Background: an optimization exercise with open tools, aiming at small area, a short achievable clock period and few clock cycles per item. Do not read the settings as production practice. RTL that was checked went through simulation tests only; none was proved equivalent to the original. Function not checked in runs 4 to 6: the RTL went through the layout flow alone. No activity file was given, so power comes from the tool's default toggle rates.

--- design.v ---
module top_fsm(
        input clk,
        input rst_n,
        input        ram_in_we,
        input [4 :0] ram_in_addr_wr,
        input [7 :0] ram_in_data_wr,
        input [3 :0] ram_out_addr_rd,
        output [15:0] ram_out_data_rd,
        input opmode_in,
        output reg done_out
);
    reg [7:0]  ram_in  [0:31];
    reg [15:0] ram_out [0:15];
    reg        busy;
    always @(posedge clk) begin
        if (ram_in_we)
            ram_in[ram_in_addr_wr] <= ram_in_data_wr;
    end
    integer k;
    always @(posedge clk) begin
        if (opmode_in)
            for (k = 0; k < 16; k = k + 1)
                ram_out[k] <= {ram_in[2*k], ram_in[2*k+1]};
    end
    wire [3:0] rd_lo, rd_hi;
    rd_pre u_rd_lo (.a(ram_out_addr_rd[1:0]), .p(rd_lo));
    rd_pre u_rd_hi (.a(ram_out_addr_rd[3:2]), .p(rd_hi));
    wire [15:0] rd_sel_c [0:1];
    genvar c, w;
    generate
        for (c = 0; c < 2; c = c + 1) begin : rd_copy
            for (w = 0; w < 16; w = w + 1) begin : line
                rd_and2 u_and (.a(rd_lo[w%4]), .b(rd_hi[w/4]), .y(rd_sel_c[c][w]));
            end
        end
    endgenerate
    genvar b, g;
    generate
        for (b = 0; b < 16; b = b + 1) begin : rd_bit
            wire [1:0] half;
            for (g = 0; g < 2; g = g + 1) begin : oct
                rd_octn u_oct (.s(rd_sel_c[(b%8)/4][8*g+7:8*g]),
                               .d({ram_out[8*g+7][b], ram_out[8*g+6][b], ram_out[8*g+5][b], ram_out[8*g+4][b],
                                   ram_out[8*g+3][b], ram_out[8*g+2][b], ram_out[8*g+1][b], ram_out[8*g][b]}),
                               .y(half[g]));
            end
            rd_nand2 u_or (.a(half[0]), .b(half[1]), .y(ram_out_data_rd[b]));
        end
    endgenerate
    always @(posedge clk or negedge rst_n) begin
        if (!rst_n)
            busy <= 1'b0;
        else
            busy <= opmode_in;
    end
    always @(posedge clk or negedge rst_n) begin
        if (!rst_n)
            done_out <= 1'b0;
        else if (opmode_in)
            done_out <= 1'b0;
        else if (busy)
            done_out <= 1'b1;
    end
endmodule
module rd_pre(input [1:0] a, output [3:0] p);
    assign p = 4'b1 << a;
endmodule
module rd_and2(input a, input b, output y);
    assign y = a & b;
endmodule
module rd_octn(input [7:0] s, input [7:0] d, output y);
    assign y = ~|(s & d);
endmodule
module rd_nand2(input a, input b, output y);
    assign y = ~(a & b);
endmodule
--- flow/run.sh ---
#!/bin/bash
# Standard layout (the standard.sh: standard synthesis, floorplan, power grid,
# placement, CTS, routing) with:
#  - the buffer flip-flops pre-placed in one block per output bit (place_flops.tcl,
#    released again after detailed placement by place_unfix.tcl),
#  - smaller port buffers, clkbuf_8 clock-tree leaf buffers and no dummy clock loads.
set -euo pipefail
HERE="$(cd "$(dirname "$0")" && pwd)"
export BUFFER_PORTS_ARGS="-buffer_cell sky130_fd_sc_hd__buf_1"
export CTS_ARGS="-sink_clustering_enable -repair_clock_nets -sink_clustering_size 20 -sink_clustering_max_diameter 60 -buf_list {sky130_fd_sc_hd__clkbuf_8 sky130_fd_sc_hd__clkbuf_16} -sink_clustering_buffer sky130_fd_sc_hd__clkbuf_8 -dont_use_dummy_load"
export PRE_GLOBAL_PLACE_SKIP_IO_TCL="$HERE/place_flops.tcl"
export POST_DETAIL_PLACE_TCL="$HERE/place_unfix.tcl"
bash standard.sh > standard_flow.log 2>&1
--- flow/place_flops.tcl ---
# Runs before the first global placement (PRE_GLOBAL_PLACE_SKIP_IO_TCL).
# Places the 512 buffer flip-flops in 16 blocks, one per output bit: block b holds
# RAM_OUT[k][b] and the RAM_IN bit that feeds it, for k = 0..15, so that each
# bit's read tree is local. Blocks of bits j and j+8 (which share ram_in_data_wr[j])
# sit side by side on a 4 x 4 grid. The flip-flops are marked FIRM so that global
# placement puts the rest of the logic around them; place_unfix.tcl releases them.
set block [ord::get_db_block]
set core [$block getCoreArea]
set X0 [$core xMin]; set Y0 [$core yMin]; set X1 [$core xMax]; set Y1 [$core yMax]
set cw [expr {($X1 - $X0) / 4}]
set ch [expr {($Y1 - $Y0) / 4}]

# occupied x intervals per row y (tap cells and fixed cells)
array set occ {}
foreach inst [$block getInsts] {
  if { [$inst isFixed] } {
    set bb [$inst getBBox]
    lappend occ([$bb yMin]) [list [$bb xMin] [$bb xMax]]
  }
}
set rows {}
foreach row [$block getRows] {
  set bb [$row getBBox]
  lappend rows [list [$bb yMin] [$bb xMin] [$bb xMax] [$row getOrient] [[$row getSite] getWidth]]
}
set rows [lsort -integer -index 0 $rows]

# flip-flops of each block, in word order (RAM_IN bit, then the RAM_OUT bit it feeds)
array set grp {}
foreach inst [$block getInsts] {
  set n [$inst getName]
  if { [regexp {^ram_in\\?\[(\d+)\\?\]\\?\[(\d+)\\?\]} $n -> i j] } {
    set b [expr {($i % 2) == 0 ? $j + 8 : $j}]
    set k [expr {$i / 2}]
    lappend grp($b) [list [expr {2 * $k}] $inst]
  } elseif { [regexp {^ram_out\\?\[(\d+)\\?\]\\?\[(\d+)\\?\]} $n -> k b] } {
    lappend grp($b) [list [expr {2 * $k + 1}] $inst]
  }
}

proc overlaps { list a b } {
  foreach iv $list {
    if { $a < [lindex $iv 1] && [lindex $iv 0] < $b } { return 1 }
  }
  return 0
}

set placed 0
for {set j 0} {$j < 8} {incr j} {
  foreach b [list $j [expr {$j + 8}]] {
    set r [expr {$j / 2}]
    set c [expr {2 * ($j % 2) + ($b >= 8 ? 1 : 0)}]
    set gx0 [expr {$X0 + $c * $cw}]; set gx1 [expr {$gx0 + $cw}]
    set gy0 [expr {$Y0 + $r * $ch}]; set gy1 [expr {$gy0 + $ch}]
    set flops [lsort -integer -index 0 $grp($b)]
    set idx 0
    foreach row $rows {
      lassign $row y rx0 rx1 orient sw
      if { $y < $gy0 || $y >= $gy1 } { continue }
      if { ![info exists occ($y)] } { set occ($y) {} }
      # start at a site-aligned x inside the block
      set x [expr {$rx0 + (($gx0 - $rx0 + $sw - 1) / $sw) * $sw}]
      while { $idx < [llength $flops] } {
        set inst [lindex [lindex $flops $idx] 1]
        set w [[$inst getMaster] getWidth]
        if { $x + $w > $gx1 || $x + $w > $rx1 } { break }
        if { [overlaps $occ($y) $x [expr {$x + $w}]] } {
          set x [expr {$x + $sw}]
          continue
        }
        $inst setOrient $orient
        $inst setLocation $x $y
        $inst setPlacementStatus FIRM
        lappend occ($y) [list $x [expr {$x + $w}]]
        set x [expr {$x + $w}]
        incr idx
        incr placed
      }
      if { $idx >= [llength $flops] } { break }
    }
    if { $idx < [llength $flops] } {
      puts "place_flops: block $b has room for only $idx of [llength $flops] flip-flops"
    }
  }
}
puts "place_flops: placed $placed flip-flops"
--- flow/place_unfix.tcl ---
# Runs after detailed placement (POST_DETAIL_PLACE_TCL): releases the flip-flops
# that place_flops.tcl fixed, so later steps may nudge them like any other cell.
set n 0
foreach inst [[ord::get_db_block] getInsts] {
  if { [$inst getPlacementStatus] eq "FIRM" } {
    $inst setPlacementStatus PLACED
    incr n
  }
}
puts "place_unfix: released $n cells"
--- standard.sh ---
#!/bin/bash
# synth_recipe.tcl (not shown) runs the flow's synth.tcl, then flattens the netlist and writes it again
# the make line also repeats each setting of config.mk as NAME=value (left out here)
make -C /OpenROAD-flow-scripts/flow DESIGN_CONFIG=/design/flow/config.mk WORK_HOME=/design/flow/orfs CLKGATE_MAP_FILE= SYNTH_SCRIPT=/design/flow/synth_recipe.tcl "${@:-finish}"
--- config.mk ---
export PLATFORM = sky130hd
export DESIGN_NAME = top_fsm
export DESIGN_NICKNAME = top_fsm
export VERILOG_FILES = /design/flow/design.v
export SDC_FILE = /design/flow/constraint.sdc
export NUM_CORES = 4
export LEC_CHECK = 0
export CAP_MARGIN = 20
export CORE_MARGIN = 2
export CORE_UTILIZATION = 65
export CTS_CLUSTER_DIAMETER = 100
export CTS_CLUSTER_SIZE = 30
export SETUP_SLACK_MARGIN = 1.8
export SLEW_MARGIN = 20
export SYNTH_HIERARCHICAL = 1
export SYNTH_MINIMUM_KEEP_SIZE = 0
--- constraint.sdc ---
create_clock -name core_clock -period 4.5 [get_ports {clk}]
set_input_delay 0.9000 -clock core_clock [delete_from_list [all_inputs] [get_ports {clk}]]
set_output_delay 0.9000 -clock core_clock [all_outputs]
set_load 0.01 [all_outputs]
==> qor.yml, run 1 <==
outcome:
  status: "complete, no violations"
sta:
  relSlewSlack_pct: 29.5
  fin_crit_sh_pct: 68.3
  hold_viol: 0
  finalSetupViolations: 0
  tns_ns: 0
  whs_ns: 0.139
  min_period_ns: 3.07
  fin_skew_ns: 0.0307
  rsz0062_at_grt: "yes"
  tightest_slew_ns: 1.06
  fmax_ghz: 0.325
  slew_viol_final: 0
route:
  routed_wirelength_um: 41700
  drt-initial-drc-count: 1279
  firstDrtPassIters: 5
  vias_per_cell: 6.80
  antenna_left: 0
  drc_errors: 0
  routedWlPerCell_um: 34.4
  vias: 8231
place:
  numPortBuffers: 37
  place_area_mm2: 0.0181
  gp_congestion: 0.891
  place_hpwl_um: 26900
synth:
  synthesis.nets: 803
  seq_area_frac_synth_pct: 89.4
  synth.distinct_cells: 20
  synth_top_area_cell: "edfxtp_1"
  syn-cell-area_mm2: 0.0173
  ys_ff_latch: 514
  syn_avg_cell_area_um2: 22.1
  synth.area.top_cells: "edfxtp_1 (89%), a22oi_1 (5.6%), and4_1 (1.6%)"
  yosysWarningCount: 9
  synth_top_area_share_pct: 89.1
  postSynthCellCount: 782
die:
  die_x_um: 167
  io_pins: 38
  die_y_um: 167
  core_area_mm2: 0.0261
  dieArea_mm2: 0.0279
  initial_utilization_pct: 66.2
  rows: 59
min_path:
  hold_class: "in2async"
grt:
  grtUsageTotal_pct: 30.2
  antenna_found_initial: 1
  grt_pass1_wl_um: 56800
  grt_pass1_vias: 8078
  overflow: 0
  grt_start_max_net_pins: 136
cts:
  ctsLongestPathBuffers: 3
  postCtsHoldBufs: 0
  cts.sinks: 514
  clock_latency_ns: 0.54
  clk_transition_reported_paths_ns: 0.10
  h-tree-depth: 1
  numCtsBuffers: 30
  cts_tree: "done"
  clockRootBuffer: "clkbuf_16"
power_and_ir_drop:
  vdd_drop_max_mv: 0.301
  total_leakage_power_nw: 5.89
  p_per_area_mw_per_mm2: 399
final_layout:
  syn2layout_area_growth_pct: 10.4
  design_area_mm2: 0.0190
  drive_gt1_share_pct: 22.7
  finalNetCount: 898
critical_path:
  setup.worst_path.end_class: "output port"
  required_ns: 3.60
  startpoint_type: "primary input"
  arrival_ns: 2.17
  path_max_fanout: 8
  path_class: "in2out"
run:
  drv_cap: 0
## modules after synthesis (local to each module, per instance)
module,flip-flops and latches,cells,area [um^2],times used
top_fsm,514,566,15700,1
rd_octn,0,5,38.8,32
rd_and2,0,1,6.26,32
rd_pre,0,4,26.3,2
rd_nand2,0,1,3.75,16
## logic make-up (layout without fill, tap and decap cells)
family                 count (synthesis)  count (layout)  synth area share (%)
buffers and inverters                  4              97                 0.138
flip-flops                           514             514                  89.4
AND/OR/NAND/NOR                      136             136                  4.92
AO/OA/AOI/OAI                        128             128                  5.57
other                                  0               1                     0
## report_power, final
| group | switching, mW | internal (mW) |
|---|---|---|
| logic | 0.222 | 0.103 |
| registers | 0.0423 | 5.36 |
| clock network | 1.22 | 0.664 |
## Yosys cell counts
| master | number |
|---|---|
| dfrtp_1 | 2 |
| and2_1 | 32 |
| nand2b_1 | 4 |
| nand4_1 | 1 |
| edfxtp_1 | 512 |
| buf_6 | 1 |
| a22oi_1 | 128 |
| nor3_1 | 7 |
| and4_1 | 32 |
| nand4b_1 | 3 |
| nor3_2 | 1 |
| and2b_2 | 2 |
| nand2_1 | 18 |
| and2_2 | 2 |
| nand4bb_1 | 3 |
| nor2b_1 | 2 |
| or4b_4 | 1 |
| nor2_1 | 28 |
| clkbuf_1 | 2 |
| buf_2 | 1 |
## state kept, by name, summed over array words and instances, names as in the netlist
signal,flops
busy,1
done_out,1
ram_in,256
ram_out,256
## worst max-delay path, stage by stage
cell,delay [ns]
buf_8,0.11
and2b_4,0.31
and2_4,0.33
a22oi_2,0.08
and4_1,0.21
nand2_1,0.09
buf_2,0.14
## worst paths after layout
kind | from | to | slack [ns] | cells past startpoint
min | rst_n | done_out | 0.14 | 1
min in group core_clock | ram_in[12][2] | ram_out[6][10] | 0.39 | 0
min reg2reg | ram_in[12][2] | ram_out[6][10] | 0.39 | 0
max in group asynchronous | rst_n | busy | 4.24 | 1
max reg2reg | ram_in[8][2] | ram_out[4][10] | 3.78 | 0
max | ram_out_addr_rd[1] | ram_out_data_rd[8] | 1.43 | 7
## cell usage in the layout, fill, tap and decap left out, drive strengths merged
| master | synthesis | final |
|---|---|---|
| a22oi | 128 | 128 |
| and2 | 34 | 34 |
| and2b | 2 | 2 |
| and4 | 32 | 32 |
| buf | 2 | 62 |
| clkbuf | 2 | 35 |
| dfrtp | 2 | 2 |
| diode | 0 | 1 |
| edfxtp | 512 | 512 |
| nand2 | 18 | 18 |
| nand2b | 4 | 4 |
| nand4 | 1 | 1 |
| nand4b | 3 | 3 |
| nand4bb | 3 | 3 |
| nor2 | 28 | 28 |
| nor2b | 2 | 2 |
| nor3 | 8 | 8 |
| or4b | 1 | 1 |
## metal layers
metal | wire, um | global-route usage, % | vias up
met3 | 6480 | 9.91 | 130
met2 | 18400 | 44.1 | 820
li1 | - | - | 3400
met5 | 0 | 0 | -
met4 | 1990 | 13.9 | 0
met1 | 14800 | 42.5 | 3881
## final cells by class
class	count	area, um^2
fill	1350	7010
tap	335	419
timing repair buffer	67	509
clock buffer	30	447
multi-input combinational	264	2250
sequential	514	15400
antenna	1	2.50
## what timing repair did
action,CTS,global route
setup buffers,0,2
gates cloned,0,0
endpoints found under the setup margin,16,16
pin swaps,48,42
gates resized for setup,148,17
## stage by stage
step | util [%] | setup WS [ns] | cells | power, mW
floorplan | - | 1.81 | 782 | 5.59
CTS | 72.7 | 1.46 | 1208 | 7.62
global route | 73.1 | 1.43 | 1210 | 7.81
global placement | 69.4 | 0.910 | 1178 | 5.77
detailed placement | 69.4 | 0.872 | 1178 | 5.77
finish | 73.1 | 1.43 | 1211 | 7.61
Testbench counts, summed over its fixed seeds: cycles 384, transfers 192.
==> run 2, diff against run 1 <==
--- a/config.mk
+++ b/config.mk
@@ -8,9 +8,7 @@
 export CAP_MARGIN = 20
 export CORE_MARGIN = 2
 export CORE_UTILIZATION = 65
-export CTS_CLUSTER_DIAMETER = 100
-export CTS_CLUSTER_SIZE = 30
-export SETUP_SLACK_MARGIN = 1.8
+export SETUP_SLACK_MARGIN = 2.2
 export SLEW_MARGIN = 20
 export SYNTH_HIERARCHICAL = 1
 export SYNTH_MINIMUM_KEEP_SIZE = 0
==> run 2 against run 1 <==
Still clean on timing, DRC and antenna. Clock-buffer cell count grew 1. Critical endpoint is now ram_out_data_rd[10]. Highest routed layer unchanged. Largest power group unchanged. Utilization grew 0.058 points. Non-clock buffer count shrank 1. First-iteration DRC count grew 3.4%.
==> qor.yml, run 2 <==
outcome:
  status: "complete, no violations"
synth:
  synthesis.nets: 803  # unchanged
  synth_edf_count: 512  # unchanged
  synth_top_area_cell: "edfxtp_1"
  synth_top_area_share_pct: 89.1  # unchanged
  ys_async_sr_fraction_pct: 0.389  # unchanged
  synth.most_common_cell: "edfxtp_1"
  yosysWarningCount: 9  # unchanged
  seq_area_frac_synth_pct: 89.4  # unchanged
  postSynthCellCount: 782  # unchanged
  syn_avg_cell_area_um2: 22.1  # unchanged
  ys_ff_latch: 514  # unchanged
  synth.distinct_cells: 20  # unchanged
  ys_top_cells_by_count: "edfxtp_1 (512), a22oi_1 (128), and2_1 (32), and4_1 (32), nor2_1 (28)"
  synthFlopType: "edfxtp_1"
  synth.area.top_cells: "edfxtp_1 (89%), a22oi_1 (5.6%), and4_1 (1.6%)"
  syn-cell-area_mm2: 0.0173  # unchanged
sta:
  fmax_ghz: 0.323  # -0.75%
  slew_viol_final: 0  # unchanged
  tightest_slew_ns: 1.01  # -0.0499 ns
  tns_ns: 0  # unchanged
  fin_crit_sh_pct: 68.8  # +0.52 points
  hold_viol: 0  # unchanged
  min_period_ns: 3.10  # +0.0232 ns
  rsz0062_at_grt: "yes"
  relSlewSlack_pct: 32.8  # +3.3 points
  whs_ns: 0.142  # +0.00341 ns
  finalSetupViolations: 0  # unchanged
  fin_skew_ns: 0.0322  # +0.00147 ns
min_path:
  hold_class: "in2async"
grt:
  antenna_found_initial: 0  # -1
  grt_busiest_layer: "met2"
  grt_start_max_net_pins: 136  # unchanged
  grtUsageTotal_pct: 30.3  # +0.081 points
  use_met2_pct: 44.0  # -0.089 points
  grt_use_met1_pct: 42.5  # +0.084 points
  grt_pass1_wl_um: 56900  # +0.16%
  grtUsageMet3_pct: 9.81  # -0.095 points
  overflow: 0  # unchanged
  grt_pass1_vias: 8138  # +0.74%
cts:
  numCtsBuffers: 31  # +3.3%
  h-tree-depth: 1  # unchanged
  cts.sinks: 514  # unchanged
  cts_tree: "done"
  postCtsHoldBufs: 0  # unchanged
  clk_transition_reported_paths_ns: 0.10  # about the same
  clockRootBuffer: "clkbuf_16"
  clock_latency_ns: 0.54  # about the same
  ctsLongestPathBuffers: 3  # unchanged
critical_path:
  critPathTopFamily: "simple AND/OR/NAND/NOR gates"
  cp.buffers_inverters: 2  # unchanged
  arrival_ns: 2.20  # +0.03 ns
  critPathMaxStageDelay_ns: 0.34  # about the same
  path_cells: "buf_8 > and2b_4 > and2_4 > a22oi_2 > and4_1 > nand2_1 > buf_2"
  required_ns: 3.60  # about the same
  startpoint_type: "primary input"
  setup.worst_path.end_class: "output port"
  path_class: "in2out"
  cp_slowest_cell: "and2_4"
  path_max_fanout: 8  # unchanged
final_layout:
  final_common_cell: "edfxtp_1"
  instances_no_fill: 1210  # -0.083%
  reg_top3: "ram_in x256, ram_out x256"
  final_cell_mix: "edfxtp_1 (512), a22oi_1 (94), a22oi_2 (34), and2_4 (34), and4_1 (32)"
  finalNetCount: 898  # unchanged
  syn2layout_area_growth_pct: 10.5  # about the same
  drive_gt1_share_pct: 22.7  # unchanged
  nFillCells: 1329  # -1.6%
  n_antenna_cell: 0  # -1
place:
  place_inst: 1177  # -0.085%
  numPortBuffers: 37  # unchanged
  place_hpwl_um: 26800  # -0.54%
  gp_congestion: 0.904  # +1.4%
route:
  routedWlPerCell_um: 34.6  # +0.32%
  drt-initial-drc-count: 1323  # +3.4%
  drc_errors: 0  # unchanged
  vias: 8346  # +1.4%
  antenna_left: 0  # unchanged
  vias_per_cell: 6.90  # +1.5%
  routed_wirelength_um: 41800  # +0.24%
  firstDrtPassIters: 6  # +1
die:
  core_area_mm2: 0.0261  # unchanged
  die_x_um: 167  # unchanged
  io_pins: 38  # unchanged
  dieArea_mm2: 0.0279  # unchanged
  initial_utilization_pct: 66.2  # unchanged
  die_y_um: 167  # unchanged
  rows: 59  # unchanged
power_and_ir_drop:
  total_leakage_power_nw: 5.90  # +0.25%
  p_per_area_mw_per_mm2: 400  # +0.22%
  vdd_drop_max_mv: 0.377  # +25%
run:
  drv_cap: 0  # unchanged
-- run 2: cell counts after synthesis --
Identical to the previous run, type by type.
-- run 2: per-module statistics from Yosys (local to each module, per instance) --
module | flip-flops and latches | copies in the design
rd_and2 | 0 | 32
rd_nand2 | 0 | 16
top_fsm | 514 | 1
rd_octn | 0 | 32
rd_pre | 0 | 2
-- run 2: logic make-up (layout without fill, tap and decap cells) --
| logic type | count (synthesis) | after routing | share of synthesized area, % |
|---|---|---|---|
| buffers and inverters | 4 | 97 | 0.138 |
| and+or+nand+nor | 136 | 136 | 4.92 |
| AOI/OAI and AO/OA | 128 | 128 | 5.57 |
| DFF | 514 | 514 | 89.4 |
-- run 2: worst paths after layout --
path                                     from                  end  slack [ns]  depth (start not counted)
max in group asynchronous               rst_n                 busy        4.23                          1
setup / recovery           ram_out_addr_rd[3]  ram_out_data_rd[10]        1.40                          7
hold reg to reg                  ram_in[0][2]       ram_out[0][10]        0.39                          0
setup reg to reg                 ram_in[8][2]       ram_out[4][10]        3.78                          0
min in group core_clock          ram_in[0][2]       ram_out[0][10]        0.39                          0
hold / removal                          rst_n             done_out        0.14                          1
-- run 2: area by class of cell --
cell class | instances | area (um^2) | area share, %
multi-input combinational | 264 | 2270 | 11.9
timing repair buffer | 66 | 487 | 2.55
tap | 335 | 419 | 2.20
clock buffer | 31 | 460 | 2.42
sequential | 514 | 15400 | 80.9
-- run 2: metrics by stage --
step	instance area, um^2	utilization [%]	setup WS [ns]	power (mW)
floorplan	17400	-	1.86	5.60
global placement	18200	69.7	1.21	5.78
detailed placement	18200	69.7	1.17	5.78
CTS	18900	72.7	1.46	7.63
global route	19100	73.2	1.41	7.83
finish	19100	73.2	1.40	7.63
-- run 2: power by group --
group	internal (mW)	leakage [nW]	total [mW]	switching, mW
registers	5.36	4.84	5.40	0.0404
clock network	0.683	0.238	1.90	1.22
logic	0.0983	0.829	0.326	0.227
-- run 2: what timing repair did --
action / CTS / global route
endpoints found under the setup margin: 120 / 98
pin swaps: 26 / 21
setup buffers: 2 / 0
gates cloned: 0 / 0
gates resized for setup: 87 / 28
-- run 2: per-layer routing --
| layer | share of wire, % | up-vias |
|---|---|---|
| li1 | - | 3398 |
| met2 | 43 | 872 |
| met3 | 15 | 157 |
| met1 | 36 | 3919 |
| met5 | 0 | - |
| met4 | 5.7 | 0 |
==> run 3, diff against run 2 <==
--- a/config.mk
+++ b/config.mk
@@ -8,7 +8,7 @@
 export CAP_MARGIN = 20
 export CORE_MARGIN = 2
 export CORE_UTILIZATION = 65
-export SETUP_SLACK_MARGIN = 2.2
+export SETUP_SLACK_MARGIN = 1.6
 export SLEW_MARGIN = 20
 export SYNTH_HIERARCHICAL = 1
 export SYNTH_MINIMUM_KEEP_SIZE = 0
==> run 3 against run 2 <==
Still clean on timing, DRC and antenna. Register-to-register slack barely moved. Combinational power shrank 2%. Clock power is essentially flat. Critical endpoint is now ram_out_data_rd[11]. Largest power group unchanged. Highest routed layer is now met5.
==> qor.yml, run 3 <==
sta:
  relSlewSlack_pct: 29.6  # -3.2 points
  fmax_ghz: 0.327  # +1.2%
  setup_ws_ns: 1.44  # +0.0362 ns
  tns_ns: 0  # unchanged
  fin_crit_sh_pct: 68.0  # -0.81 points
  fin_skew_ns: 0.0285  # -0.00371 ns
  finalSetupViolations: 0  # unchanged
  tightest_slew_ns: 1.05  # +0.0482 ns
  hold_viol: 0  # unchanged
  min_period_ns: 3.06  # -0.0362 ns
  rsz0062_at_grt: "yes"
  whs_ns: 0.106  # -0.0362 ns
  slew_viol_final: 0  # unchanged
die:
  die_y_um: 167  # unchanged
  core_area_mm2: 0.0261  # unchanged
  initial_utilization_pct: 66.2  # unchanged
  rows: 59  # unchanged
  io_pins: 38  # unchanged
  dieArea_mm2: 0.0279  # unchanged
  die_x_um: 167  # unchanged
synth:
  synthFlopType: "edfxtp_1"
  ys_async_sr_fraction_pct: 0.389  # unchanged
  yosysWarningCount: 9  # unchanged
  seq_area_frac_synth_pct: 89.4  # unchanged
  synth_top_area_share_pct: 89.1  # unchanged
  synth.most_common_cell: "edfxtp_1"
  synth_top_area_cell: "edfxtp_1"
  synthesis.nets: 803  # unchanged
  syn_avg_cell_area_um2: 22.1  # unchanged
  synth.area.top_cells: "edfxtp_1 (89%), a22oi_1 (5.6%), and4_1 (1.6%)"
  syn-cell-area_mm2: 0.0173  # unchanged
  ys_ff_latch: 514  # unchanged
  synth.distinct_cells: 20  # unchanged
  synth_edf_count: 512  # unchanged
  postSynthCellCount: 782  # unchanged
  ys_top_cells_by_count: "edfxtp_1 (512), a22oi_1 (128), and2_1 (32), and4_1 (32), nor2_1 (28)"
power_and_ir_drop:
  vdd_drop_max_mv: 0.294  # -22%
  p_per_area_mw_per_mm2: 402  # +0.38%
  power_mw: 7.61  # -0.24%
  total_leakage_power_nw: 5.86  # -0.65%
grt:
  antenna_found_initial: 0  # unchanged
  overflow: 0  # unchanged
  grtUsageTotal_pct: 30.3  # -0.048 points
  grt_pass1_vias: 8007  # -1.6%
  grt_start_max_net_pins: 136  # unchanged
  grt_pass1_wl_um: 56800  # -0.11%
final_layout:
  design_area_mm2: 0.0189  # -0.62%
  post-route-util_pct: 72.7  # -0.46 points
  instances_no_fill: 1207  # -0.25%
  final_common_cell: "edfxtp_1"
  finalNetCount: 895  # -0.33%
  n_antenna_cell: 0  # unchanged
  reg_top3: "ram_in x256, ram_out x256"
  final_cell_mix: "edfxtp_1 (512), a22oi_1 (90), a22oi_2 (38)"
  drive_gt1_share_pct: 21.3  # -1.4 points
  syn2layout_area_growth_pct: 9.78
cts:
  h-tree-depth: 1  # unchanged
  clock_latency_ns: 0.55  # about the same
  clk_transition_reported_paths_ns: 0.11  # about the same
  cts_tree: "done"
  numCtsBuffers: 30  # -3.2%
  clockRootBuffer: "clkbuf_16"
  cts.sinks: 514  # unchanged
  postCtsHoldBufs: 0  # unchanged
  ctsLongestPathBuffers: 3  # unchanged
route:
  vias_per_cell: 6.79  # -1.5%
  vias: 8197  # -1.8%
  drc_errors: 0  # unchanged
  firstDrtPassIters: 5  # -1
  routedWlPerCell_um: 34.6  # +0.21%
  antenna_left: 0  # unchanged
  drt-initial-drc-count: 1217  # -8.0%
  routed_wirelength_um: 41800  # about the same
critical_path:
  startpoint_type: "primary input"
  path_class: "in2out"
  path_max_fanout: 8  # unchanged
  worstReg2RegStart: "ram_in[8][2]"
  r2r_end: "ram_out[4][10]"
  setup.worst_path.end_class: "output port"
  required_ns: 3.60  # about the same
  ff2ff_setup_slack_ns: 3.78  # about the same
  reg2reg_depth: 0  # unchanged
  startpoint: "ram_out_addr_rd[3]"
  arrival_ns: 2.16  # -0.04 ns
place:
  post-place-ws_ns: 0.903  # -0.270 ns
  numPortBuffers: 37  # unchanged
  gp_congestion: 0.895  # -0.97%
  place_area_mm2: 0.0181  # -0.48%
  place_hpwl_um: 26800  # about the same
  place_inst: 1177  # unchanged
min_path:
  hold_class: "in2async"
run:
  drv_cap: 0  # unchanged
outcome:
  status: "complete, no violations"
[run 3: cell counts after synthesis]
No cell type changed its count.
[run 3: final cells by class]
| class | instances | area (um^2) |
|---|---|---|
| multi-input cells | 264 | 2190 |
| flip-flops and latches | 514 | 15400 |
| well taps | 335 | 419 |
| clock buffers | 30 | 447 |
| fillers | 1335 | 7110 |
| repair buffers | 64 | 465 |
[run 3: critical path, cell delays in order]
cell	delay, ns
buf_8	0.10
and2b_4	0.30
and2_4	0.32
a22oi_1	0.13
and4_1	0.22
nand2_1	0.06
buf_2	0.12
[run 3: repair_timing]
| item | 4_1_cts | 5_1_grt |
|---|---|---|
| pin swaps | 35 | 20 |
| setup buffers | 0 | 0 |
| setup endpoints to repair | 16 | 16 |
| endpoints found under the hold margin | 0 | 0 |
| resized for setup | 135 | 19 |
[run 3: worst max-delay path by stage]
stage                                     end  cells past startpoint  slack, ns
final                     ram_out_data_rd[11]                      7       1.44
after global routing      ram_out_data_rd[11]                      7       1.43
after CTS                  ram_out_data_rd[0]                      7       1.45
after detailed placement   ram_out_data_rd[4]                      7       0.90
after global placement     ram_out_data_rd[4]                      7       0.95
after floorplan            ram_out_data_rd[0]                      5       1.80
[run 3: power by group]
part	switching [mW]	internal, mW	leakage, nW
logic	0.220	0.0982	0.798
registers	0.0421	5.36	4.84
clock network	1.23	0.664	0.231
[run 3: cell families (layout without fill, tap and decap cells)]
kind of cell | Yosys count | after routing | share of synthesized area, %
simple gates | 136 | 136 | 4.92
compound gates | 128 | 128 | 5.57
buf+inv | 4 | 94 | 0.138
flops | 514 | 514 | 89.4
[run 3: Yosys stat by module, one instance, submodules excluded]
module | flops+latches | cell area [um^2] | cells inside | times used
top_fsm | 514 | 15700 | 566 | 1
rd_octn | 0 | 38.8 | 5 | 32
rd_pre | 0 | 26.3 | 4 | 2
rd_and2 | 0 | 6.26 | 1 | 32
rd_nand2 | 0 | 3.75 | 1 | 16
[run 3: layer usage]
| layer | routed length (um) | global-route usage [%] | up-vias |
|---|---|---|---|
| li1 | - | - | 3396 |
| met1 | 14500 | 42.6 | 3852 |
| met2 | 18300 | 43.9 | 813 |
| met3 | 6790 | 9.65 | 134 |
| met4 | 2150 | 14.2 | 2 |
| met5 | 83 | 2.43 | - |
==> run 4, diff against run 3 <==
--- a/design.v
+++ b/design.v
@@ -25,10 +25,10 @@
     wire [3:0] rd_lo, rd_hi;
     rd_pre u_rd_lo (.a(ram_out_addr_rd[1:0]), .p(rd_lo));
     rd_pre u_rd_hi (.a(ram_out_addr_rd[3:2]), .p(rd_hi));
-    wire [15:0] rd_sel_c [0:1];
+    wire [15:0] rd_sel_c [0:0];
     genvar c, w;
     generate
-        for (c = 0; c < 2; c = c + 1) begin : rd_copy
+        for (c = 0; c < 1; c = c + 1) begin : rd_copy
             for (w = 0; w < 16; w = w + 1) begin : line
                 rd_and2 u_and (.a(rd_lo[w%4]), .b(rd_hi[w/4]), .y(rd_sel_c[c][w]));
             end
@@ -39,7 +39,7 @@
         for (b = 0; b < 16; b = b + 1) begin : rd_bit
             wire [1:0] half;
             for (g = 0; g < 2; g = g + 1) begin : oct
-                rd_octn u_oct (.s(rd_sel_c[(b%8)/4][8*g+7:8*g]),
+                rd_octn u_oct (.s(rd_sel_c[0][8*g+7:8*g]),
                                .d({ram_out[8*g+7][b], ram_out[8*g+6][b], ram_out[8*g+5][b], ram_out[8*g+4][b],
                                    ram_out[8*g+3][b], ram_out[8*g+2][b], ram_out[8*g+1][b], ram_out[8*g][b]}),
                                .y(half[g]));
==> run 4 against run 3 <==
Still clean on timing, DRC and antenna. Synthesized cell count fell by 2.0%. Clock-buffer cell count rose by 1. Via count rose by 2.7%. Flip-flop and latch count did not move. Sequential power barely moved. Worst setup slack got worse by 0.10 ns. Synthesized area fell by 0.58%. Worst hold slack improved by 0.035 ns. Power rose by 0.77%. Non-clock buffer count rose by 31. Critical path type unchanged. Largest power group unchanged. Highest routed layer is now met4.
==> qor.yml, run 4 <==
final_layout:
  n_antenna_cell: 0  # unchanged
  final_common_cell: "edfxtp_1"
  nFillCells: 1303  # -2.4%
  syn2layout_area_growth_pct: 13.6
  drive_gt1_share_pct: 24.8  # +3.4 points
  final_cell_mix: "edfxtp_1 (512), a22oi_1 (68), a22oi_2 (60)"
  finalNetCount: 911  # +1.8%
  multi_input_area_mm2: 0.00214  # -2.2%
  regArea_mm2: 0.0154  # unchanged
  reg_top3: "ram_in x256, ram_out x256"
critical_path:
  path_max_fanout: 8  # unchanged
  startpoint: "ram_out_addr_rd[1]"
  reg2reg_depth: 0  # unchanged
  arrival_ns: 2.26  # +0.10 ns
  critPathCapture: "ram_out_data_rd[12]"
  ff2ff_setup_slack_ns: 3.76  # -0.02 ns
  setup.worst_path.end_class: "output port"
  required_ns: 3.60  # about the same
  startpoint_type: "primary input"
  path_cells: "buf_8 > and2b_2 > and2_4 > buf_12 > a22oi_2 > and4_1 > nand2_2 > buf_6"
  path_class: "in2out"
  cp_slowest_cell: "and2b_2"
  worstReg2RegStart: "ram_in[14][2]"
  r2r_end: "ram_out[7][10]"
  critPathMaxStageDelay_ns: 0.27  # -0.05 ns
sta:
  fin_skew_ns: 0.0357  # +0.00725 ns
  rsz0062_at_grt: "yes"
  slew_viol_final: 0  # unchanged
  tns_ns: 0  # unchanged
  relSlewSlack_pct: 26.7  # -2.9 points
  hold_viol: 0  # unchanged
  tightest_slew_ns: 1.10  # +0.0437 ns
  fin_crit_sh_pct: 70.3  # +2.3 points
  finalSetupViolations: 0  # unchanged
  fmax_ghz: 0.316  # -3.2%
  min_period_ns: 3.16  # +0.102 ns
  setup_ws_ns: 1.34  # -0.102 ns
power_and_ir_drop:
  vdd_drop_max_mv: 0.327  # +11%
  p_per_area_mw_per_mm2: 393  # -2.1%
  total_leakage_power_nw: 6.06  # +3.3%
synth:
  yosys.area_share.simple_pct: 4.36  # -0.55 points
  synthXorXnorAreaFrac_pct: 0  # unchanged
  synthAdderAreaFrac_pct: 0  # unchanged
  synth.area.top_cells: "edfxtp_1 (90%), a22oi_1 (5.6%), and4_1 (1.6%)"
  synth_mux_area_share_pct: 0  # unchanged
  synth.most_common_cell: "edfxtp_1"
  synth.distinct_cells: 20  # unchanged
  seq_area_frac_synth_pct: 89.9  # +0.52 points
  ys_async_sr_fraction_pct: 0.389  # unchanged
  synth_edf_count: 512  # unchanged
  synth_top_family_by_area: "compound AO/OA/AOI/OAI gates"
  syn-cell-area_mm2: 0.0172  # -0.58%
  synthesis.nets: 787  # -2.0%
  synth_compound_area_share_pct: 5.60  # +0.032 points
  synthFlopType: "edfxtp_1"
  ys_top_cells_by_count: "edfxtp_1 (512), a22oi_1 (128), and4_1 (32)"
  ys_ff_latch: 514  # unchanged
  yosysWarningCount: 9  # unchanged
  syn_avg_cell_area_um2: 22.4  # +1.5%
  synth_top_area_share_pct: 89.6  # +0.52 points
  postSynthCellCount: 766  # -2.0%
  synth_top_area_cell: "edfxtp_1"
cts:
  clk_transition_reported_paths_ns: 0.10  # about the same
  clockRootBuffer: "clkbuf_16"
  h-tree-depth: 1  # unchanged
  cts.sinks: 514  # unchanged
  ctsLongestPathBuffers: 3  # unchanged
  clock_latency_ns: 0.55  # about the same
  numCtsBuffers: 31  # +3.3%
  cts_tree: "done"
die:
  die_x_um: 166  # -0.28%
  die_y_um: 166  # -0.28%
  dieArea_mm2: 0.0277  # -0.57%
  core_area_mm2: 0.0260  # -0.28%
  io_pins: 38  # unchanged
  rows: 59  # unchanged
  initial_utilization_pct: 66.0  # -0.20 points
grt:
  grtUsageTotal_pct: 32.0  # +1.7 points
  antenna_found_initial: 0  # unchanged
  grt_start_max_net_pins: 115  # -15%
  overflow: 0  # unchanged
  grt_pass1_wl_um: 59000  # +3.9%
  grt_pass1_vias: 8116  # +1.4%
run:
  drv_cap: 0  # unchanged
route:
  antenna_left: 0  # unchanged
  vias: 8418  # +2.7%
  drt-initial-drc-count: 1406  # +16%
  firstDrtPassIters: 5  # unchanged
  routed_wirelength_um: 44300  # +5.9%
  drc_errors: 0  # unchanged
  vias_per_cell: 6.88  # +1.4%
  routedWlPerCell_um: 36.2  # +4.5%
place:
  post-place-ws_ns: 0.752  # -0.150 ns
  gp_congestion: 0.868  # -3.0%
  place_hpwl_um: 25900  # -3.5%
  numPortBuffers: 37  # unchanged
outcome:
  status: "complete, no violations"
min_path:
  hold_class: "in2async"
## run 4: cell type report
type | count | share of cell area (%)
clock buffers | 31 | 2.36
multi-input cells | 248 | 11.0
flip-flops and latches | 514 | 79.1
well taps | 335 | 2.15
repair buffers | 95 | 5.36
## run 4: how the worst min path moves through the flow
stage,slack (ns),end,start,cells past startpoint
after global routing,0.13,done_out,rst_n,1
after global placement,0.40,ram_out[0][12],ram_in[0][4],0
after floorplan,0.40,ram_out[0][0],ram_in[1][0],0
after CTS,0.12,done_out,rst_n,1
final,0.14,done_out,rst_n,1
after detailed placement,0.40,ram_out[0][12],ram_in[0][4],0
## run 4: kinds of logic after synthesis
family                 Yosys count
AOI/OAI and AO/OA              128
buffers and inverters            4
DFF                            514
and+or+nand+nor                120
## run 4: power by group
group	internal, mW	switching, mW	leakage (nW)	total, mW
clock	0.683	1.23	0.238	1.92
sequential	5.36	0.0435	4.84	5.40
combinational	0.119	0.231	0.985	0.349
## run 4: modules after synthesis (local to each module, per instance)
module / times used / area (um^2) / cells / flops+latches
rd_nand2: 16 / 3.75 / 1 / 0
rd_and2: 16 / 6.26 / 1 / 0
rd_octn: 32 / 38.8 / 5 / 0
top_fsm: 1 / 15700 / 566 / 514
rd_pre: 2 / 26.3 / 4 / 0
## run 4: metal layers
layer	vias to the layer above	global-route usage (%)	share of wire [%]
met4	0	15.8	5.9
met5	-	0	0
met1	3978	44.2	35
met2	877	47.5	44
li1	3408	-	-
met3	155	9.93	15
## run 4: stage by stage
stage | hold WS, ns | instance area (um^2) | util (%) | instances | power [mW]
finish | 0.141 | 19500 | 75.0 | 1223 | 7.67
floorplan | 0.400 | 17200 | - | 766 | 5.58
CTS | 0.117 | 19200 | 73.9 | 1222 | 7.64
global placement | 0.405 | 18100 | 69.7 | 1178 | 5.77
global route | 0.128 | 19500 | 75.0 | 1223 | 7.87
detailed placement | 0.405 | 18100 | 69.7 | 1178 | 5.78
## run 4: repair_timing
| item | in CTS | in global routing |
|---|---|---|
| hold buffers | 0 | 0 |
| pin swaps | 38 | 48 |
| resized for setup | 119 | 65 |
| gates cloned | 7 | 1 |
| endpoints found under the setup margin | 16 | 16 |
| setup buffers | 6 | 0 |
## run 4: critical path, delay by kind of cell
| family | cells | cell delay (ns) |
|---|---|---|
| compound gates | 1 | 0.15 |
| buf+inv | 3 | 0.37 |
| simple gates | 4 | 0.82 |
==> run 5, diff against run 4 <==
--- a/design.v
+++ b/design.v
@@ -25,10 +25,10 @@
     wire [3:0] rd_lo, rd_hi;
     rd_pre u_rd_lo (.a(ram_out_addr_rd[1:0]), .p(rd_lo));
     rd_pre u_rd_hi (.a(ram_out_addr_rd[3:2]), .p(rd_hi));
-    wire [15:0] rd_sel_c [0:0];
+    wire [15:0] rd_sel_c [0:3];
     genvar c, w;
     generate
-        for (c = 0; c < 1; c = c + 1) begin : rd_copy
+        for (c = 0; c < 4; c = c + 1) begin : rd_copy
             for (w = 0; w < 16; w = w + 1) begin : line
                 rd_and2 u_and (.a(rd_lo[w%4]), .b(rd_hi[w/4]), .y(rd_sel_c[c][w]));
             end
@@ -39,7 +39,7 @@
         for (b = 0; b < 16; b = b + 1) begin : rd_bit
             wire [1:0] half;
             for (g = 0; g < 2; g = g + 1) begin : oct
-                rd_octn u_oct (.s(rd_sel_c[0][8*g+7:8*g]),
+                rd_octn u_oct (.s(rd_sel_c[((b%8)/4)*2 + (b%2)][8*g+7:8*g]),
                                .d({ram_out[8*g+7][b], ram_out[8*g+6][b], ram_out[8*g+5][b], ram_out[8*g+4][b],
                                    ram_out[8*g+3][b], ram_out[8*g+2][b], ram_out[8*g+1][b], ram_out[8*g][b]}),
                                .y(half[g]));
--- a/config.mk
+++ b/config.mk
@@ -8,7 +8,9 @@
 export CAP_MARGIN = 20
 export CORE_MARGIN = 2
 export CORE_UTILIZATION = 65
-export SETUP_SLACK_MARGIN = 1.6
+export CTS_CLUSTER_DIAMETER = 100
+export CTS_CLUSTER_SIZE = 30
+export SETUP_SLACK_MARGIN = 1.8
 export SLEW_MARGIN = 20
 export SYNTH_HIERARCHICAL = 1
 export SYNTH_MINIMUM_KEEP_SIZE = 0
==> run 5 against run 4 <==
Still clean on timing, DRC and antenna. Register-to-register slack barely moved. Largest cell class unchanged. Critical path type unchanged. Maximum frequency rose by 3.4%. Non-clock buffer count fell by 16. Synthesized cell count rose by 6.3%. Clock power fell by 3%.
==> qor.yml, run 5 <==
critical_path:
  required_ns: 3.60  # about the same
  arrival_ns: 2.16  # -0.10 ns
  r2r_end: "done_out"
  reg2reg_depth: 2  # +2
  crit_path_frequent_cell: "buf_12"
  worstReg2RegStart: "done_out"
  startpoint_type: "primary input"
  path_max_fanout: 8  # unchanged
  critPathMaxStageDelay_ns: 0.22  # -0.05 ns
  cp.buffers_inverters: 3  # unchanged
  setup.worst_path.end_class: "output port"
  critPathTopFamily: "simple AND/OR/NAND/NOR gates"
  ff2ff_setup_slack_ns: 3.75  # about the same
  path_cells: "buf_12 > nor2b_4 > buf_12 > and2_4 > a22oi_2 > and4_1 > nand2_1 > buf_2"
  startpoint: "ram_out_addr_rd[1]"
  path_class: "in2out"
  cp_slowest_cell: "and4_1"
outcome:
  status: "complete, no violations"
route:
  vias: 8416  # -0.024%
  routed_wirelength_um: 42400  # -4.3%
  drc_errors: 0  # unchanged
  drt-initial-drc-count: 1246  # -11%
  vias_per_cell: 6.68  # -2.9%
  routedWlPerCell_um: 33.7  # -7.0%
  antenna_left: 0  # unchanged
  firstDrtPassIters: 5  # unchanged
run:
  drv_cap: 0  # unchanged
grt:
  grt_pass1_wl_um: 57800  # -2.0%
  grt_start_max_net_pins: 75  # -35%
  use_met2_pct: 48.4  # +0.93 points
  grt_busiest_layer: "met2"
  overflow: 0  # unchanged
  grtUsageMet3_pct: 7.24  # -2.7 points
  grt_pass1_vias: 8578  # +5.7%
  grtUsageTotal_pct: 30.6  # -1.4 points
  antenna_found_initial: 0  # unchanged
  grt_use_met1_pct: 39.9  # -4.2 points
cts:
  cts_tree: "done"
  ctsLongestPathBuffers: 3  # unchanged
  clk_transition_reported_paths_ns: 0.11  # about the same
  postCtsHoldBufs: 0  # unchanged
  h-tree-depth: 1  # unchanged
  clock_latency_ns: 0.54  # about the same
  clockRootBuffer: "clkbuf_16"
  cts.sinks: 514  # unchanged
  numCtsBuffers: 31  # unchanged
die:
  die_y_um: 168  # +0.85%
  core_area_mm2: 0.0262  # +0.85%
  dieArea_mm2: 0.0282  # +1.7%
  io_pins: 38  # unchanged
  initial_utilization_pct: 66.6  # +0.59 points
  rows: 59  # unchanged
  die_x_um: 168  # +0.85%
sta:
  hold_viol: 0  # unchanged
  fin_crit_sh_pct: 68.0  # -2.3 points
  fin_skew_ns: 0.0253  # -0.0105 ns
  tns_ns: 0  # unchanged
  slew_viol_final: 0  # unchanged
  fmax_ghz: 0.327  # +3.4%
  tightest_slew_ns: 1.05  # -0.0521 ns
  min_period_ns: 3.06  # -0.103 ns
  rsz0062_at_grt: "yes"
  relSlewSlack_pct: 30.0  # +3.3 points
  finalSetupViolations: 0  # unchanged
synth:
  synth.distinct_cells: 20  # unchanged
  syn_avg_cell_area_um2: 21.4  # -4.2%
  ys_async_sr_fraction_pct: 0.389  # unchanged
  ys_top_cells_by_count: "edfxtp_1 (512), a22oi_1 (128), and2_1 (64)"
  synthFlopType: "edfxtp_1"
  ys_ff_latch: 514  # unchanged
  seq_area_frac_synth_pct: 88.4  # -1.5 points
  syn-cell-area_mm2: 0.0175  # +1.8%
  synth_top_area_share_pct: 88.1  # -1.5 points
  synth_top_area_cell: "edfxtp_1"
  synth.most_common_cell: "edfxtp_1"
  postSynthCellCount: 814  # +6.3%
  synthesis.nets: 835  # +6.1%
  yosysWarningCount: 9  # unchanged
  synth_edf_count: 512  # unchanged
  synth.area.top_cells: "edfxtp_1 (88%), a22oi_1 (5.5%), and2_1 (2.3%)"
final_layout:
  final_cell_mix: "edfxtp_1 (512), a22oi_1 (68), and2_4 (63)"
  drive_gt1_share_pct: 27.1  # +2.3 points
  final_common_cell: "edfxtp_1"
  n_antenna_cell: 0  # unchanged
  syn2layout_area_growth_pct: 12.1
  nFillCells: 1281  # -1.7%
  reg_top3: "ram_in x256, ram_out x256"
  finalNetCount: 947  # +4.0%
place:
  place_hpwl_um: 28500  # +10%
  gp_congestion: 0.889  # +2.5%
  numPortBuffers: 37  # unchanged
power_and_ir_drop:
  vdd_drop_max_mv: 0.334  # +2.3%
  power_mw: 7.64  # -0.34%
  p_per_area_mw_per_mm2: 391  # -0.71%
  total_leakage_power_nw: 6.16  # +1.7%
min_path:
  hold_class: "in2async"
-- run 5: cell count changes after synthesis --
| cell | delta |
|---|---|
| and2_1 | +48 |
-- run 5: logic make-up after synthesis --
family          synth area share (%)
buf+inv                        0.136
simple gates                    6.01
compound gates                  5.50
flops                           88.4
-- run 5: stage by stage --
stage          utilization (%)  hold slack [ns]  worst slack, ns  std cells  instance area, um^2
6_report                  74.7            0.145             1.44       1259                19600
5_1_grt                   74.7            0.126             1.40       1259                19600
4_1_cts                   74.1            0.123             1.46       1259                19400
3_5_place_dp              70.0            0.405            0.848       1218                18300
3_3_place_gp              70.0            0.405            0.911       1218                18300
2_1_floorplan                -            0.400             1.84        814                17500
-- run 5: metal layers --
metal	wire (um)	vias up	share of wire [%]
li1	-	3542	-
met1	14300	3923	34
met2	19900	767	47
met3	5270	184	12
met4	2870	0	6.8
met5	0	-	0
-- run 5: cell type report --
type,count,area [um^2],share of cell area (%)
timing repair buffer,79,679,3.47
multi-input combinational,300,2580,13.2
sequential,514,15400,78.8
tap,335,419,2.14
clock buffer,31,460,2.35
-- run 5: Yosys stat by module, one instance, submodules excluded --
module    copies in the design  cells inside  flip-flops and latches  area [um^2]
rd_octn                     32             5                       0         38.8
top_fsm                      1           566                     514        15700
rd_and2                     64             1                       0         6.26
rd_pre                       2             4                       0         26.3
rd_nand2                    16             1                       0         3.75
-- run 5: worst max path at each step --
stage / end / slack (ns) / cells past startpoint
after CTS: ram_out_data_rd[3] / 1.46 / 8
after floorplan: ram_out_data_rd[0] / 1.84 / 5
final: ram_out_data_rd[3] / 1.44 / 8
after global routing: ram_out_data_rd[2] / 1.40 / 8
after global placement: ram_out_data_rd[10] / 0.91 / 7
after detailed placement: ram_out_data_rd[10] / 0.85 / 7
-- run 5: repair_timing --
action                     CTS  global route
pin swaps                   65            36
setup endpoints to repair   16            16
buffers inserted             4             0
cloned                       6             0
gates resized for setup    197            33
-- run 5: worst register-to-register path: stages (launching register included) --
cell	delay [ns]
dfrtp_1	0.45
nor2_1	0.13
nor2_1	0.05
-- run 5: power by group --
group / switching, mW / leakage (nW) / internal, mW
Sequential: 0.0475 / 4.84 / 5.36
Combinational: 0.238 / 1.09 / 0.126
Clock: 1.19 / 0.238 / 0.682
Total: 1.47 / 6.16 / 6.17
==> run 6, diff against run 5 <==
--- a/design.v
+++ b/design.v
@@ -22,15 +22,26 @@
             for (k = 0; k < 16; k = k + 1)
                 ram_out[k] <= {ram_in[2*k], ram_in[2*k+1]};
     end
-    wire [3:0] rd_lo, rd_hi;
-    rd_pre u_rd_lo (.a(ram_out_addr_rd[1:0]), .p(rd_lo));
-    rd_pre u_rd_hi (.a(ram_out_addr_rd[3:2]), .p(rd_hi));
-    wire [15:0] rd_sel_c [0:3];
+    wire [3:0] rd_a_n;
+    wire [3:0] rd_lo_n, rd_hi_n;
+    genvar a, p;
+    generate
+        for (a = 0; a < 4; a = a + 1) begin : rd_ainv
+            rd_inv u_inv (.a(ram_out_addr_rd[a]), .y(rd_a_n[a]));
+        end
+        for (p = 0; p < 4; p = p + 1) begin : rd_pre
+            rd_nand2 u_lo (.a(p[1] ? ram_out_addr_rd[1] : rd_a_n[1]),
+                           .b(p[0] ? ram_out_addr_rd[0] : rd_a_n[0]), .y(rd_lo_n[p]));
+            rd_nand2 u_hi (.a(p[1] ? ram_out_addr_rd[3] : rd_a_n[3]),
+                           .b(p[0] ? ram_out_addr_rd[2] : rd_a_n[2]), .y(rd_hi_n[p]));
+        end
+    endgenerate
+    wire [15:0] rd_sel_c [0:1];
     genvar c, w;
     generate
-        for (c = 0; c < 4; c = c + 1) begin : rd_copy
+        for (c = 0; c < 2; c = c + 1) begin : rd_copy
             for (w = 0; w < 16; w = w + 1) begin : line
-                rd_and2 u_and (.a(rd_lo[w%4]), .b(rd_hi[w/4]), .y(rd_sel_c[c][w]));
+                rd_nor2 u_sel (.a(rd_lo_n[w%4]), .b(rd_hi_n[w/4]), .y(rd_sel_c[c][w]));
             end
         end
     endgenerate
@@ -39,7 +50,7 @@
         for (b = 0; b < 16; b = b + 1) begin : rd_bit
             wire [1:0] half;
             for (g = 0; g < 2; g = g + 1) begin : oct
-                rd_octn u_oct (.s(rd_sel_c[((b%8)/4)*2 + (b%2)][8*g+7:8*g]),
+                rd_octn u_oct (.s(rd_sel_c[(b%8)/4][8*g+7:8*g]),
                                .d({ram_out[8*g+7][b], ram_out[8*g+6][b], ram_out[8*g+5][b], ram_out[8*g+4][b],
                                    ram_out[8*g+3][b], ram_out[8*g+2][b], ram_out[8*g+1][b], ram_out[8*g][b]}),
                                .y(half[g]));
@@ -62,11 +73,11 @@
             done_out <= 1'b1;
     end
 endmodule
-module rd_pre(input [1:0] a, output [3:0] p);
-    assign p = 4'b1 << a;
+module rd_inv(input a, output y);
+    assign y = ~a;
 endmodule
-module rd_and2(input a, input b, output y);
-    assign y = a & b;
+module rd_nor2(input a, input b, output y);
+    assign y = ~(a | b);
 endmodule
 module rd_octn(input [7:0] s, input [7:0] d, output y);
     assign y = ~|(s & d);
--- a/config.mk
+++ b/config.mk
@@ -8,9 +8,7 @@
 export CAP_MARGIN = 20
 export CORE_MARGIN = 2
 export CORE_UTILIZATION = 65
-export CTS_CLUSTER_DIAMETER = 100
-export CTS_CLUSTER_SIZE = 30
-export SETUP_SLACK_MARGIN = 1.8
+export SETUP_SLACK_MARGIN = 1.6
 export SLEW_MARGIN = 20
 export SYNTH_HIERARCHICAL = 1
 export SYNTH_MINIMUM_KEEP_SIZE = 0
==> run 6 against run 5 <==
Still clean on timing, DRC and antenna. Die area shrank 1.6%. Combinational power grew 6.6%. Worst setup slack gained 0.028 ns. First-iteration DRC count grew 13%. Via count grew 2.0%. Largest cell class unchanged. Highest routed layer unchanged.
==> qor.yml, run 6 <==
outcome:
  status: "complete, no violations"
die:
  die_y_um: 167  # -0.81%
  initial_utilization_pct: 66.1  # -0.54 points
  rows: 59  # unchanged
  die_x_um: 167  # -0.81%
  core_area_mm2: 0.0260  # -0.85%
  io_pins: 38  # unchanged
  dieArea_mm2: 0.0277  # -1.6%
sta:
  fmax_ghz: 0.330  # +0.92%
  tightest_slew_ns: 1.16  # +0.117 ns
  relSlewSlack_pct: 22.3  # -7.6 points
  finalSetupViolations: 0  # unchanged
  hold_viol: 0  # unchanged
  min_period_ns: 3.03  # -0.0279 ns
  slew_viol_final: 0  # unchanged
  whs_ns: 0.132  # -0.0127 ns
  fin_skew_ns: 0.0289  # +0.00361 ns
  fin_crit_sh_pct: 67.4  # -0.62 points
  tns_ns: 0  # unchanged
  rsz0062_at_grt: "yes"
final_layout:
  final_cell_mix: "edfxtp_1 (512), a22oi_1 (69), a22oi_2 (59)"
  syn2layout_area_growth_pct: 15.5
  post-route-util_pct: 76.3  # +1.7 points
  finalNetCount: 935  # -1.3%
  drive_gt1_share_pct: 26.8  # -0.30 points
  final_common_cell: "edfxtp_1"
  reg_top3: "ram_in x256, ram_out x256"
  design_area_mm2: 0.0198  # +1.4%
route:
  vias: 8581  # +2.0%
  vias_per_cell: 6.88  # +2.9%
  routedWlPerCell_um: 35.6  # +5.9%
  drt-initial-drc-count: 1407  # +13%
  antenna_left: 0  # unchanged
  firstDrtPassIters: 5  # unchanged
  routed_wirelength_um: 44500  # +4.9%
  drc_errors: 0  # unchanged
synth:
  syn_avg_cell_area_um2: 21.8  # +1.9%
  synth_top_area_share_pct: 89.5  # +1.5 points
  synthFlopType: "edfxtp_1"
  ys_async_sr_fraction_pct: 0.389  # unchanged
  synth_edf_count: 512  # unchanged
  synth_top_area_cell: "edfxtp_1"
  synth.area.top_cells: "edfxtp_1 (90%), a22oi_1 (5.6%), and4_1 (1.6%)"
  postSynthCellCount: 786  # -3.4%
  ys_top_cells_by_count: "edfxtp_1 (512), a22oi_1 (128), nor2_1 (58)"
  syn-cell-area_mm2: 0.0172  # -1.6%
  synthesis.nets: 807  # -3.4%
  synth.most_common_cell: "edfxtp_1"
  synth.distinct_cells: 17  # -15%
  yosysWarningCount: 9  # unchanged
  ys_ff_latch: 514  # unchanged
  seq_area_frac_synth_pct: 89.8  # +1.5 points
critical_path:
  path_class: "in2out"
  required_ns: 3.60  # about the same
  arrival_ns: 2.13  # -0.03 ns
  setup.worst_path.end_class: "output port"
  cp_slowest_cell: "buf_12"
  path_cells: "buf_12 > inv_8 > nand2_8 > buf_12 > nor2_4 > buf_12 > a22oi_2 > and4_1 > nand2_2 > buf_6"
  path_max_fanout: 8  # unchanged
  startpoint_type: "primary input"
  crit_path_frequent_cell: "buf_12"
  critPathMaxStageDelay_ns: 0.17  # -0.05 ns
grt:
  grt_pass1_vias: 8493  # -0.99%
  overflow: 0  # unchanged
  grt_pass1_wl_um: 60200  # +4.1%
  grtUsageTotal_pct: 32.3  # +1.7 points
  antenna_found_initial: 0  # unchanged
  grt_start_max_net_pins: 85  # +13%
cts:
  cts_tree: "done"
  numCtsBuffers: 30  # -3.2%
  clk_transition_reported_paths_ns: 0.10  # about the same
  ctsLongestPathBuffers: 3  # unchanged
  cts.sinks: 514  # unchanged
  clock_latency_ns: 0.55  # about the same
  h-tree-depth: 1  # unchanged
  clockRootBuffer: "clkbuf_16"
  postCtsHoldBufs: 0  # unchanged
power_and_ir_drop:
  total_leakage_power_nw: 6.09  # -1.1%
  vdd_drop_max_mv: 0.314  # -6.0%
  p_per_area_mw_per_mm2: 388  # -0.67%
  power_mw: 7.70  # +0.70%
place:
  place_area_mm2: 0.0181  # -1.3%
  place_hpwl_um: 26700  # -6.3%
  gp_congestion: 0.853  # -4.0%
  numPortBuffers: 37  # unchanged
min_path:
  hold_class: "in2async"
run:
  drv_cap: 0  # unchanged
-- run 6: cell types whose count changed after synthesis, sizes merged --
cell	before	now
inv	0	4
nor2	28	58
and2b	2	0
nand2	18	26
and2	66	0
nor2b	2	0
-- run 6: power by group --
part / internal, mW / leakage [nW] / switching (mW)
clock network: 0.665 / 0.231 / 1.24
registers: 5.36 / 4.84 / 0.0443
logic: 0.130 / 1.02 / 0.259
-- run 6: stage by stage --
step,std cells,setup WS [ns]
after detailed placement,1192,0.581
after global routing,1247,1.44
after floorplan,786,1.75
after global placement,1191,0.650
final,1248,1.47
after CTS,1247,1.56
-- run 6: kinds of logic after synthesis --
family,Yosys count,share of synthesized area (%)
buf+inv,8,0.226
flops,514,89.8
simple gates,136,4.34
compound gates,128,5.60
-- run 6: Yosys stat by module (local to each module, per instance) --
module | area [um^2] | cells inside | flip-flops and latches | copies in the design
rd_inv | 3.75 | 1 | 0 | 4
rd_octn | 38.8 | 5 | 0 | 32
top_fsm | 15700 | 566 | 514 | 1
rd_nand2 | 3.75 | 1 | 0 | 24
rd_nor2 | 3.75 | 1 | 0 | 32
-- run 6: layer usage --
metal | GRT usage (%) | share of wire (%) | up-vias
li1 | - | - | 3475
met4 | 15.5 | 5.1 | 0
met2 | 46.5 | 44 | 878
met5 | 0 | 0 | -
met3 | 10.9 | 15 | 156
met1 | 45.3 | 36 | 4072
-- run 6: path summary, 6_finish.rpt --
path	from	end	slack (ns)	depth (start not counted)
worst max-delay path	ram_out_addr_rd[2]	ram_out_data_rd[2]	1.47	10
max in group asynchronous	rst_n	busy	4.25	1
worst max register to register	ram_in[20][2]	ram_out[10][10]	3.77	0
worst min-delay path	rst_n	done_out	0.13	1
worst min register to register	ram_in[12][2]	ram_out[6][10]	0.39	0
min in group core_clock	ram_in[12][2]	ram_out[6][10]	0.39	0
-- run 6: layout make-up --
| type | count | area, um^2 |
|---|---|---|
| clock buffer | 30 | 447 |
| sequential | 514 | 15400 |
| fill | 1267 | 6150 |
| antenna | 1 | 2.50 |
| inverter | 4 | 40.0 |
| tap | 335 | 419 |
| timing repair buffer | 100 | 1100 |
| multi-input combinational | 264 | 2400 |
-- run 6: timing repair --
action,in CTS,in global routing
buffers inserted,25,0
pin swaps,75,9
setup endpoints to repair,16,16
gates resized for setup,196,9
-- run 6: worst max-delay path, delay by kind of cell --
kind            cells  cell delay (ns)
compound gates      1             0.08
buf+inv             5             0.63
simple gates        4             0.50

==> port drivers added, routing unchanged <==
Ports are ideal in the flow. The routed layouts listed here were re-timed in OpenROAD.
Step 1 assumes that a clkbuf_16 drives the clock port and a buf_2 every other input.
Step 2 also shifts input and output timing later by t, the mid clock arrival at the registers, as if the neighbouring blocks saw the same clock.
Slacks: no drivers / after step 1 / after step 2; pairs: no drivers / after step 1.
run	t, ns	slack for setup (ns)	worst setup path at the end	slew at the worst register clock pin (ns)
run 1	0.574	1.426 / 1.370 / 1.320	input to register	0.12 / 0.12
run 2	0.575	1.403 / 1.351 / 1.351	input to output	0.11 / 0.11
run 3	0.581	1.439 / 1.386 / 1.315	input to register	0.11 / 0.11
run 4	0.579	1.337 / 1.283 / 1.283	input to output	0.12 / 0.12
run 5	0.570	1.439 / 1.363 / 1.242	input to register	0.11 / 0.11
run 6	0.585	1.467 / 1.419 / 1.391	input to register	0.12 / 0.12
After both steps every run listed still meets setup and hold. The setup slack of run 5, which loses most, moves by -0.076 ns with the drivers and by -0.197 ns with both steps.
